From an optimization exercise on the open Yosys and OpenROAD flow, aimed at small area; shortcuts taken in it are not production practice. RTL that was checked went through simulation tests only; none was proved equivalent to the original. Power is estimated from default activity; no workload was simulated.

==> job 5819 <==
// pe_array
module pe_array(
  input  clk_i,
  input  rst_ni,
  input  clr_i,
  output clr_o,
  input  we_i,
  output we_o,
  input  [1:0] mode_i,
  input  [64-1:0] srca_word_i,
  output [64-1:0] srca_word_o,
  input  [8-1:0] srcb_i,
  output [64-1:0] wordp_o
);
Settings: LEC_CHECK=0, ABC_AREA=1, CAP_MARGIN=20, CORE_MARGIN=2, CORE_UTILIZATION=60, CTS_CLUSTER_DIAMETER=70, CTS_CLUSTER_SIZE=20, SLEW_MARGIN=20, SYNTH_HIERARCHICAL=1; clock period 6.0 ns.
run.sh (not shown) runs the stock make flow with config.mk's settings and CLKGATE_MAP_FILE= SYNTH_SCRIPT=/design/flow/synth_recipe.tcl, a recipe that flattens the netlist after the stock synthesis.
==> job 4397 (differences from job 5819) <==
--- a/flow/design.v
+++ b/flow/design.v
@@ -19,42 +19,53 @@
   end endgenerate
   assign gt = (~p[15] & ~hi0) | ((hi0 | hi1) & lgt[8]);
 endmodule
 module pe_pair (
   input         clk_i,
-  input         comp_i,    
+  input         rst_ni,
+  input         run_i,     
   input         acc_i,     
-  input         accm_i,    
-  input         accc_i,    
   input         max_i,     
   input         adde_i,    
   input         addl_i,
   input         fe_i,      
   input         fl_i,
   input  [7:0]  ane_i,     
   input  [7:0]  anl_i,
   input  [7:0]  ae_i,      
   input  [7:0]  al_i,
-  input  [7:0]  be_i,      
-  input  [7:0]  bl_i,      
+  input  [7:0]  b_i,       
   output [7:0]  psume_o,
   output [7:0]  psuml_o
 );
   reg  [15:0] pe_q, r1_q, r2_q;
+  reg         acc_q, comp_q, accc_q;   
+  always @(posedge clk_i or negedge rst_ni) begin
+    if (!rst_ni) begin
+      acc_q <= 1'b0; comp_q <= 1'b0; accc_q <= 1'b0;
+    end else begin
+      acc_q  <= run_i & ~acc_i;
+      comp_q <= ~run_i | acc_i;
+      accc_q <= run_i & ~acc_i & ~max_i;
+    end
+  end
+  wire        comp = comp_q;
+  wire        accc = accc_q;
+  wire        accm = acc_q & ~accc_q;
   reg         gtme_q, gtml_q;  
   wire gte, gtl;
   pgt u_gte (.p(pe_q), .a(ane_i), .gt(gte));
   pgt u_gtl (.p(r1_q), .a(anl_i), .gt(gtl));
   always @(posedge clk_i) begin
     gtme_q <= max_i & gte;
     gtml_q <= max_i & gtl;
   end
-  wire [7:0]  at = acc_i ? al_i : ane_i;
-  wire [7:0]  bt = {({7{accc_i}} & bl_i[7:1]) | ({7{comp_i}} & be_i[7:1]),
-                    (accc_i & bl_i[0]) | (accm_i & ~gtml_q) | (comp_i & be_i[0])};
-  wire        z2l = acc_i & gtml_q & addl_i;
-  wire        z1l = acc_i & (addl_i ^ gtml_q);
+  wire [7:0]  at = acc_q ? al_i : ane_i;
+  wire        bon = accc | comp;
+  wire [7:0]  bt = {{7{bon}} & b_i[7:1], (bon & b_i[0]) | (accm & ~gtml_q)};
+  wire        z2l = acc_q & gtml_q & addl_i;
+  wire        z1l = acc_q & (addl_i ^ gtml_q);
   wire [15:0] zt = ({16{z1l}} & r2_q) | ({16{z2l}} & {r2_q[14:0], 1'b0});
   wire [15:0] t;
   wire m_pp1;
   wire m_pp2;
   wire m_pp3;
@@ -445,15 +456,15 @@
   assign m_p228 = m_p226 & m_s221;
   assign m_o229 = m_s223 ^ (m_k216 & m_p228);
   assign m_p230 = m_p228 & m_s223;
   assign m_o231 = ~m_o229;
   assign t = {m_o231, m_o227, m_o225, m_o224, m_o214, m_o212, m_o210, m_o209, m_o198, m_o196, m_o194, m_o193, m_s183, m_s181, m_s179, m_s177};
-  wire        z2e = acc_i & gtme_q & adde_i;
-  wire        z1e = comp_i | (acc_i & (adde_i ^ gtme_q));
+  wire        z2e = acc_q & gtme_q & adde_i;
+  wire        z1e = comp | (acc_q & (adde_i ^ gtme_q));
   wire [15:0] ze = ({16{z1e}} & pe_q) | ({16{z2e}} & {pe_q[14:0], 1'b0});
-  wire        mxe = accm_i & ~gtme_q;
-  wire [15:0] xe = ({16{accc_i}} & r1_q) | ({16{mxe}} & {{8{ae_i[7]}}, ae_i});
+  wire        mxe = accm & ~gtme_q;
+  wire [15:0] xe = ({16{accc}} & r1_q) | ({16{mxe}} & {{8{ae_i[7]}}, ae_i});
   wire [15:0] pe_d;
   wire a_s1;
   wire a_c2;
   wire a_s3;
   wire a_c4;
@@ -542,13 +553,13 @@
   always @(posedge clk_i) begin
     pe_q <= pe_d;
     r1_q <= t;
     r2_q <= r1_q;
   end
-  wire [7:0] pl = acc_i ? r2_q[15:8] : r1_q[15:8];
-  assign psume_o = pe_q[15:8] & {8{~(acc_i & fe_i)}};
-  assign psuml_o = pl & {8{~(acc_i & fl_i)}};
+  wire [7:0] pl = acc_q ? r2_q[15:8] : r1_q[15:8];
+  assign psume_o = pe_q[15:8] & {8{~(acc_q & fe_i)}};
+  assign psuml_o = pl & {8{~(acc_q & fl_i)}};
 endmodule
 module pe_array(
   input  clk_i,
   input  rst_ni,
   input  clr_i,
@@ -559,64 +570,55 @@
   input  [64-1:0] srca_word_i,
   output [64-1:0] srca_word_o,
   input  [8-1:0] srcb_i,
   output [64-1:0] wordp_o
 );
-  reg         run_q, acc_q, m_q;
+  reg         run_q, acc_q;
   reg  [63:0] srca_q;
   reg  [55:0] b_q;       
-  reg  [7:0]  b8_q;      
   reg  [8:1]  c_q;       
   reg         c9_q;
   reg  [9:0]  we_q;
   reg  [63:0] wordp_q;
   always @(posedge clk_i or negedge rst_ni) begin
     if (!rst_ni) begin
-      run_q <= 1'b0; acc_q <= 1'b0; m_q <= 1'b0;
+      run_q <= 1'b0; acc_q <= 1'b0;
       srca_q <= 64'd0; b_q <= 56'd0; c_q <= 8'd0; we_q <= 10'd0;
     end else begin
       run_q  <= 1'b1;
       acc_q  <= run_q & ~acc_q;
-      m_q    <= (mode_i == 2'b01);
       srca_q <= srca_word_i;
       b_q    <= {b_q[47:0], srcb_i};
       c_q    <= {c_q[7:1], clr_i};
       we_q   <= {we_q[8:0], we_i};
     end
   end
   always @(posedge clk_i) begin
-    b8_q <= b_q[55:48];
     c9_q <= c_q[8];
   end
-  wire [79:0] bop = {b8_q, b_q, srcb_i};   
   wire [9:1]  cc  = {c9_q, c_q};
   wire [63:0] psum;
-  wire comp   = run_q & ~acc_q;
-  wire accm   = acc_q & m_q;
-  wire accc   = acc_q & ~m_q;
   wire accmax = (mode_i == 2'b01);
   genvar j, k;
   generate for (j = 0; j < 4; j = j + 1) begin : g_pair
-    localparam E = 2 * j;
-    localparam L = 2 * j + 1;
+    localparam E = 2 * j + 1;
+    localparam L = 2 * j;
     pe_pair u_pair (
       .clk_i  (clk_i),
-      .comp_i (comp),
+      .rst_ni (rst_ni),
+      .run_i  (run_q),
       .acc_i  (acc_q),
-      .accm_i (accm),
-      .accc_i (accc),
       .max_i  (accmax),
       .adde_i (~accmax & ~(cc[E+1] | cc[E+2])),
       .addl_i (~accmax & ~(cc[L+1] | cc[L+2])),
       .fe_i   (cc[E+2]),
       .fl_i   (cc[L+2]),
       .ane_i  (srca_word_i[8*E+7:8*E]),
       .anl_i  (srca_word_i[8*L+7:8*L]),
       .ae_i   (srca_q[8*E+7:8*E]),
       .al_i   (srca_q[8*L+7:8*L]),
-      .be_i   (bop[8*E+7:8*E]),
-      .bl_i   (bop[8*L+15:8*L+8]),
+      .b_i    (b_q[8*E-1:8*E-8]),
       .psume_o(psum[8*E+7:8*E]),
       .psuml_o(psum[8*L+7:8*L])
     );
   end endgenerate
   generate for (k = 0; k < 8; k = k + 1) begin : g_out
==> flow/flow/run.sh (new file) <==
#!/bin/bash
# The standard layout (standard synthesis, floorplan, placement, CTS, routing)
# with one change in how the layout is made: the port buffers use the
# smallest buffer cell (the resizer still upsizes any that need it).
set -o pipefail
bash standard.sh "BUFFER_PORTS_ARGS=-buffer_cell sky130_fd_sc_hd__buf_1" finish > standard.log 2>&1
==> flow/standard.sh (new file) <==
#!/bin/bash
# synth_recipe.tcl (not shown) runs the flow's synth.tcl, then flattens the netlist and writes it again
# the make line also repeats each setting of config.mk as NAME=value (left out here)
make -C /OpenROAD-flow-scripts/flow DESIGN_CONFIG=/design/flow/config.mk WORK_HOME=/design/flow/orfs CLKGATE_MAP_FILE= SYNTH_SCRIPT=/design/flow/synth_recipe.tcl "${@:-finish}"
- GPL_TIMING_DRIVEN: unset -> 0
removed: flow/run.sh
==> job 9312 (differences from job 5819) <==
==> flow/flow/run.sh (new file) <==
#!/bin/bash
# The standard layout (standard synthesis, floorplan, placement, CTS, routing)
# with one change in how the layout is made: the port buffers use the
# smallest buffer cell (the resizer still upsizes any that need it).
set -o pipefail
bash standard.sh "BUFFER_PORTS_ARGS=-buffer_cell sky130_fd_sc_hd__buf_1" finish > standard.log 2>&1
==> flow/standard.sh (new file) <==
#!/bin/bash
# synth_recipe.tcl (not shown) runs the flow's synth.tcl, then flattens the netlist and writes it again
# the make line also repeats each setting of config.mk as NAME=value (left out here)
make -C /OpenROAD-flow-scripts/flow DESIGN_CONFIG=/design/flow/config.mk WORK_HOME=/design/flow/orfs CLKGATE_MAP_FILE= SYNTH_SCRIPT=/design/flow/synth_recipe.tcl "${@:-finish}"
removed: flow/run.sh
==> job 1294 (differences from job 5819) <==
--- a/flow/design.v
+++ b/flow/design.v
@@ -19,14 +19,13 @@
   end endgenerate
   assign gt = (~p[15] & ~hi0) | ((hi0 | hi1) & lgt[8]);
 endmodule
 module pe_pair (
   input         clk_i,
-  input         comp_i,    
+  input         rst_ni,
+  input         run_i,     
   input         acc_i,     
-  input         accm_i,    
-  input         accc_i,    
   input         max_i,     
   input         adde_i,    
   input         addl_i,
   input         fe_i,      
   input         fl_i,
@@ -38,23 +37,36 @@
   input  [7:0]  bl_i,      
   output [7:0]  psume_o,
   output [7:0]  psuml_o
 );
   reg  [15:0] pe_q, r1_q, r2_q;
+  reg         acc_q, comp_q, accc_q;
+  always @(posedge clk_i or negedge rst_ni) begin
+    if (!rst_ni) begin
+      acc_q <= 1'b0; comp_q <= 1'b0; accc_q <= 1'b0;
+    end else begin
+      acc_q  <= run_i & ~acc_i;
+      comp_q <= ~run_i | acc_i;
+      accc_q <= run_i & ~acc_i & ~max_i;
+    end
+  end
+  wire        comp = comp_q;
+  wire        accc = accc_q;
+  wire        accm = acc_q & ~accc_q;
   reg         gtme_q, gtml_q;  
   wire gte, gtl;
   pgt u_gte (.p(pe_q), .a(ane_i), .gt(gte));
   pgt u_gtl (.p(r1_q), .a(anl_i), .gt(gtl));
   always @(posedge clk_i) begin
     gtme_q <= max_i & gte;
     gtml_q <= max_i & gtl;
   end
-  wire [7:0]  at = acc_i ? al_i : ane_i;
-  wire [7:0]  bt = {({7{accc_i}} & bl_i[7:1]) | ({7{comp_i}} & be_i[7:1]),
-                    (accc_i & bl_i[0]) | (accm_i & ~gtml_q) | (comp_i & be_i[0])};
-  wire        z2l = acc_i & gtml_q & addl_i;
-  wire        z1l = acc_i & (addl_i ^ gtml_q);
+  wire [7:0]  at = acc_q ? al_i : ane_i;
+  wire [7:0]  bt = {({7{accc}} & bl_i[7:1]) | ({7{comp}} & be_i[7:1]),
+                    (accc & bl_i[0]) | (accm & ~gtml_q) | (comp & be_i[0])};
+  wire        z2l = acc_q & gtml_q & addl_i;
+  wire        z1l = acc_q & (addl_i ^ gtml_q);
   wire [15:0] zt = ({16{z1l}} & r2_q) | ({16{z2l}} & {r2_q[14:0], 1'b0});
   wire [15:0] t;
   wire m_pp1;
   wire m_pp2;
   wire m_pp3;
@@ -445,15 +457,15 @@
   assign m_p228 = m_p226 & m_s221;
   assign m_o229 = m_s223 ^ (m_k216 & m_p228);
   assign m_p230 = m_p228 & m_s223;
   assign m_o231 = ~m_o229;
   assign t = {m_o231, m_o227, m_o225, m_o224, m_o214, m_o212, m_o210, m_o209, m_o198, m_o196, m_o194, m_o193, m_s183, m_s181, m_s179, m_s177};
-  wire        z2e = acc_i & gtme_q & adde_i;
-  wire        z1e = comp_i | (acc_i & (adde_i ^ gtme_q));
+  wire        z2e = acc_q & gtme_q & adde_i;
+  wire        z1e = comp | (acc_q & (adde_i ^ gtme_q));
   wire [15:0] ze = ({16{z1e}} & pe_q) | ({16{z2e}} & {pe_q[14:0], 1'b0});
-  wire        mxe = accm_i & ~gtme_q;
-  wire [15:0] xe = ({16{accc_i}} & r1_q) | ({16{mxe}} & {{8{ae_i[7]}}, ae_i});
+  wire        mxe = accm & ~gtme_q;
+  wire [15:0] xe = ({16{accc}} & r1_q) | ({16{mxe}} & {{8{ae_i[7]}}, ae_i});
   wire [15:0] pe_d;
   wire a_s1;
   wire a_c2;
   wire a_s3;
   wire a_c4;
@@ -542,13 +554,13 @@
   always @(posedge clk_i) begin
     pe_q <= pe_d;
     r1_q <= t;
     r2_q <= r1_q;
   end
-  wire [7:0] pl = acc_i ? r2_q[15:8] : r1_q[15:8];
-  assign psume_o = pe_q[15:8] & {8{~(acc_i & fe_i)}};
-  assign psuml_o = pl & {8{~(acc_i & fl_i)}};
+  wire [7:0] pl = acc_q ? r2_q[15:8] : r1_q[15:8];
+  assign psume_o = pe_q[15:8] & {8{~(acc_q & fe_i)}};
+  assign psuml_o = pl & {8{~(acc_q & fl_i)}};
 endmodule
 module pe_array(
   input  clk_i,
   input  rst_ni,
   input  clr_i,
@@ -559,26 +571,25 @@
   input  [64-1:0] srca_word_i,
   output [64-1:0] srca_word_o,
   input  [8-1:0] srcb_i,
   output [64-1:0] wordp_o
 );
-  reg         run_q, acc_q, m_q;
+  reg         run_q, acc_q;
   reg  [63:0] srca_q;
   reg  [55:0] b_q;       
   reg  [7:0]  b8_q;      
   reg  [8:1]  c_q;       
   reg         c9_q;
   reg  [9:0]  we_q;
   reg  [63:0] wordp_q;
   always @(posedge clk_i or negedge rst_ni) begin
     if (!rst_ni) begin
-      run_q <= 1'b0; acc_q <= 1'b0; m_q <= 1'b0;
+      run_q <= 1'b0; acc_q <= 1'b0;
       srca_q <= 64'd0; b_q <= 56'd0; c_q <= 8'd0; we_q <= 10'd0;
     end else begin
       run_q  <= 1'b1;
       acc_q  <= run_q & ~acc_q;
-      m_q    <= (mode_i == 2'b01);
       srca_q <= srca_word_i;
       b_q    <= {b_q[47:0], srcb_i};
       c_q    <= {c_q[7:1], clr_i};
       we_q   <= {we_q[8:0], we_i};
     end
@@ -588,24 +599,20 @@
     c9_q <= c_q[8];
   end
   wire [79:0] bop = {b8_q, b_q, srcb_i};   
   wire [9:1]  cc  = {c9_q, c_q};
   wire [63:0] psum;
-  wire comp   = run_q & ~acc_q;
-  wire accm   = acc_q & m_q;
-  wire accc   = acc_q & ~m_q;
   wire accmax = (mode_i == 2'b01);
   genvar j, k;
   generate for (j = 0; j < 4; j = j + 1) begin : g_pair
     localparam E = 2 * j;
     localparam L = 2 * j + 1;
     pe_pair u_pair (
       .clk_i  (clk_i),
-      .comp_i (comp),
+      .rst_ni (rst_ni),
+      .run_i  (run_q),
       .acc_i  (acc_q),
-      .accm_i (accm),
-      .accc_i (accc),
       .max_i  (accmax),
       .adde_i (~accmax & ~(cc[E+1] | cc[E+2])),
       .addl_i (~accmax & ~(cc[L+1] | cc[L+2])),
       .fe_i   (cc[E+2]),
       .fl_i   (cc[L+2]),
==> flow/flow/run.sh (new file) <==
#!/bin/bash
# The standard layout (standard synthesis, floorplan, placement, CTS, routing)
# with one change in how the layout is made: the port buffers use the
# smallest buffer cell (the resizer still upsizes any that need it).
set -o pipefail
bash standard.sh "BUFFER_PORTS_ARGS=-buffer_cell sky130_fd_sc_hd__buf_1" finish > standard.log 2>&1
==> flow/standard.sh (new file) <==
#!/bin/bash
# synth_recipe.tcl (not shown) runs the flow's synth.tcl, then flattens the netlist and writes it again
# the make line also repeats each setting of config.mk as NAME=value (left out here)
make -C /OpenROAD-flow-scripts/flow DESIGN_CONFIG=/design/flow/config.mk WORK_HOME=/design/flow/orfs CLKGATE_MAP_FILE= SYNTH_SCRIPT=/design/flow/synth_recipe.tcl "${@:-finish}"
removed: flow/run.sh
==> summary of the runs <==
- Job 4397 produced a clean layout. Job 9312 ran to the end with no violations. Job 5819 completed with no timing, DRC or antenna violations. Job 1294 went through all stages and came out clean.
- Sequential power: job 1294 is higher than job 5819 (5.6%).
- Of job 5819 and job 1294, job 1294 has the higher clock skew (gap 0.0037 ns).
- Utilization: job 5819 > job 9312 > job 1294 > job 4397.
- Between job 1294 and job 5819, the lower critical path depth is in job 1294 (gap 2).
Only the layout flow was run in job 4397 and job 1294; the RTL was not checked for function there.

[separate check: timing with driven ports]
How much do the figures lean on ideal ports? The routed layouts below were timed once more, with nothing changed but the port constraints.
Step 1 sets driving cells, clkbuf_16 on the clock port and buf_2 on the other inputs (assumed; they add their load-dependent delay and slew).
Step 2 also shifts input and output timing later by t, the mid clock arrival at the registers, as if the neighbouring blocks saw the same clock.
a / b / c = ideal ports / drivers / drivers and shift; a / b = the first two.
run | t (ns) | setup slack, ns | hold slack, ns | worst setup path at the end | latest minus earliest clock arrival (ns)
job 5819 | 0.643 | 0.166 / 0.166 / -0.432 | 0.342 / 0.342 / 0.342 | input to register | 0.026 / 0.026
job 4397 | 0.614 | 0.135 / 0.170 / -0.444 | 0.346 / 0.346 / 0.346 | input to register | 0.025 / 0.026
job 9312 | 0.657 | 0.168 / 0.168 / -0.257 | 0.329 / 0.329 / 0.329 | input to register | 0.025 / 0.025
job 1294 | 0.651 | 0.227 / 0.257 / -0.394 | 0.345 / 0.345 / 0.345 | input to register | 0.027 / 0.027
With both steps, setup timing fails in every run listed, where it was met with ideal ports. For job 1294, which loses most, drivers alone change the setup slack by +0.030 ns; drivers and shift together by -0.621 ns.
